Background: an optimization exercise with open tools, aiming at small area. Do not read the settings as production practice.
In this exercise RTL edits were held to simulation tests only and were not proved equivalent to the original.
No activity file was given, so power comes from the tool's default toggle rates.

## ATM_TOP
module ATM_TOP #(parameter  P_WIDTH = 16,
                            B_WIDTH = 20,
                            C_WIDTH = 6)
(
    input  wire                     clk,
    input  wire                     rst,
    input  wire [C_WIDTH-1:0]       card_number,
    input  wire                     card_in,
    input  wire                     button_0,
    input  wire                     button_1,
    input  wire                     button_2,
    input  wire                     button_3,
    input  wire                     button_4,
    input  wire                     button_5,
    input  wire                     button_6,
    input  wire                     button_7,
    input  wire                     button_8,
    input  wire                     button_9,
    input  wire                     enter_button,
    input  wire                     cancel_button,
    input  wire                     withdraw_button,
    input  wire                     deposit_button,
    input  wire                     show_balance,
    input  wire                     another_service,
    input  wire                     English_button,
    input  wire                     Arabic_button,
    input  wire                     multiple_100_button,
    input  wire                     multiple_1000_button,
    input  wire [B_WIDTH-1:0]       actual_deposit_value,
    input  wire [31:0]              threshold,
    output wire                     card_out,
    output wire [B_WIDTH-1:0]       updated_balance,
    output wire                     operation_done,
    output wire                     error,
    output wire                     wrong_password
);
wire [19:2] ub;
wire [19:2] balance;
wire [15:0] password_next;
wire        pass_en, pin_ok, entry_big, time_out, start_timer;
wire [3:0]  entry_digit;
assign updated_balance = {ub, 2'b00};
  ...
==> flow/config.mk <==
export PLATFORM = sky130hd
export DESIGN_NAME = ATM_TOP
export DESIGN_NICKNAME = ATM_TOP
export VERILOG_FILES = /design/flow/design.v
export SDC_FILE = /design/flow/constraint.sdc
export NUM_CORES = 4
export LEC_CHECK = 0
export ABC_AREA = 1
export CAP_MARGIN = 20
export CORE_MARGIN = 2
export CORE_UTILIZATION = 65
export CTS_BUF_LIST = sky130_fd_sc_hd__clkbuf_4 sky130_fd_sc_hd__clkbuf_8
export CTS_CLUSTER_SIZE = 30
export SLEW_MARGIN = 20
==> flow/constraint.sdc <==
create_clock -name core_clock -period 6.0 [get_ports {clk}]
set_input_delay 1.2000 -clock core_clock [delete_from_list [all_inputs] [get_ports {clk}]]
set_output_delay 1.2000 -clock core_clock [all_outputs]
set_load 0.01 [all_outputs]
run.sh (not shown) runs the stock make flow with config.mk's settings and CLKGATE_MAP_FILE= SYNTH_SCRIPT=/design/flow/synth_recipe.tcl, a recipe that flattens the netlist after the stock synthesis.
Rerun with:
Settings changed: ABC_AREA 1 to default, CORE_UTILIZATION 65 to 40, CTS_BUF_LIST sky130_fd_sc_hd__clkbuf_4 sky130_fd_sc_hd__clkbuf_8 to default, CTS_CLUSTER_SIZE 30 to default.
Outcome: The new run went through all stages and came out clean; total power grows by 4.2%; synthesized area came out higher by 1.3%; first-iteration DRC count fell by 42%.

========
ATM_TOP, a different RTL version from the one above (not shown whole).
Size in the first run: about 2000 cells after synthesis, ~290 flip-flops, ~110 I/O pins, ~16000 sq um of cells after synthesis.
clock: 6.0 ns
lec_check: 0
abc_area: 1
cap_margin: 20
core_margin: 2
core_utilization: 65
slew_margin: 20
buffer_ports_args: -buffer_cell sky130_fd_sc_hd__buf_1
cts_args: -sink_clustering_enable -repair_clock_nets -dont_use_dummy_load -buf_list sky130_fd_sc_hd__clkbuf_16 -sink_clustering_size 30 -sink_clustering_max_diameter 120
standard.sh (not shown) runs the stock make flow with config.mk's settings and CLKGATE_MAP_FILE= SYNTH_SCRIPT=/design/flow/synth_recipe.tcl, a recipe that flattens the netlist after the stock synthesis.
==> flow/flow/run.sh <==
#!/bin/bash
set -euo pipefail
cat >> config.mk <<'EOC'
export BUFFER_PORTS_ARGS = -buffer_cell sky130_fd_sc_hd__buf_1
export CTS_ARGS = -sink_clustering_enable -repair_clock_nets -dont_use_dummy_load -buf_list sky130_fd_sc_hd__clkbuf_16 -sink_clustering_size 30 -sink_clustering_max_diameter 120
EOC
bash standard.sh > standard.log 2>&1
The baseline produced a clean layout.
==> next run, changes <==
==> flow/flow/run.sh (replaced) <==
#!/bin/bash
# Standard layout (the standard.sh, standard synthesis unchanged), with
# buf_1 port buffers and a clock tree built without dummy loads.
set -euo pipefail
cat >> config.mk <<'EOC'
export BUFFER_PORTS_ARGS = -buffer_cell sky130_fd_sc_hd__buf_1
export CTS_ARGS = -sink_clustering_enable -repair_clock_nets -dont_use_dummy_load
EOC
bash standard.sh > standard.log 2>&1
CTS_ARGS = -sink_clustering_enable -repair_clock_nets -dont_use_dummy_load   (was -sink_clustering_enable -repair_clock_nets -dont_use_dummy_load -buf_list sky130_fd_sc_hd__clkbuf_16 -sink_clustering_size 30 -sink_clustering_max_diameter 120)
Outcome: The new run finished clean; global-route usage came out higher by 0.57 points; routed wire length came out higher by about 2%; total power came out higher by about 15%; synthesized cell count stays the same; count of clock-buffer cells in the layout came out higher by 17; die area is unchanged; area after synthesis does not change; sequential cell count stays the same; register-to-register slack gains 0.02 ns; cell count came out higher by about 0.7%.

[re-timing with driven ports]
The flow's constraints put no driver on any port. The routed layouts listed below were extracted and timed again, unchanged, in two steps.
Step 1 assumes that a clkbuf_16 drives the clock port and a buf_2 every other input.
Step 2 times the ports against the registers' clock, not the clock port: input delays grow and output delays shrink by t, the midpoint of the rising clock arrivals with the driver on.
a / b / c = ideal / step 1 / step 2; a / b = the first two.
run	shift t [ns]	setup slack, ns	worst setup path at the end	worst register clock-pin slew, ns	worst slew at a driven data input, ns
the first run of note 1	0.638	0.854 / 0.804 / 0.822	input to register	0.07 / 0.07	0.05
the second run of note 1	0.568	0.420 / 0.420 / 0.175	input to register	0.06 / 0.06	0.06
the first run of note 2	0.532	1.083 / 1.036 / 1.284	input to register	0.12 / 0.12	0.04
the second run of note 2	0.588	1.031 / 0.980 / 1.194	input to register	0.06 / 0.06	0.04
After both steps every run listed still meets setup and hold. The setup slack of the second run of note 1, which loses most, moves by 0.000 ns with the drivers and by -0.245 ns with both steps.
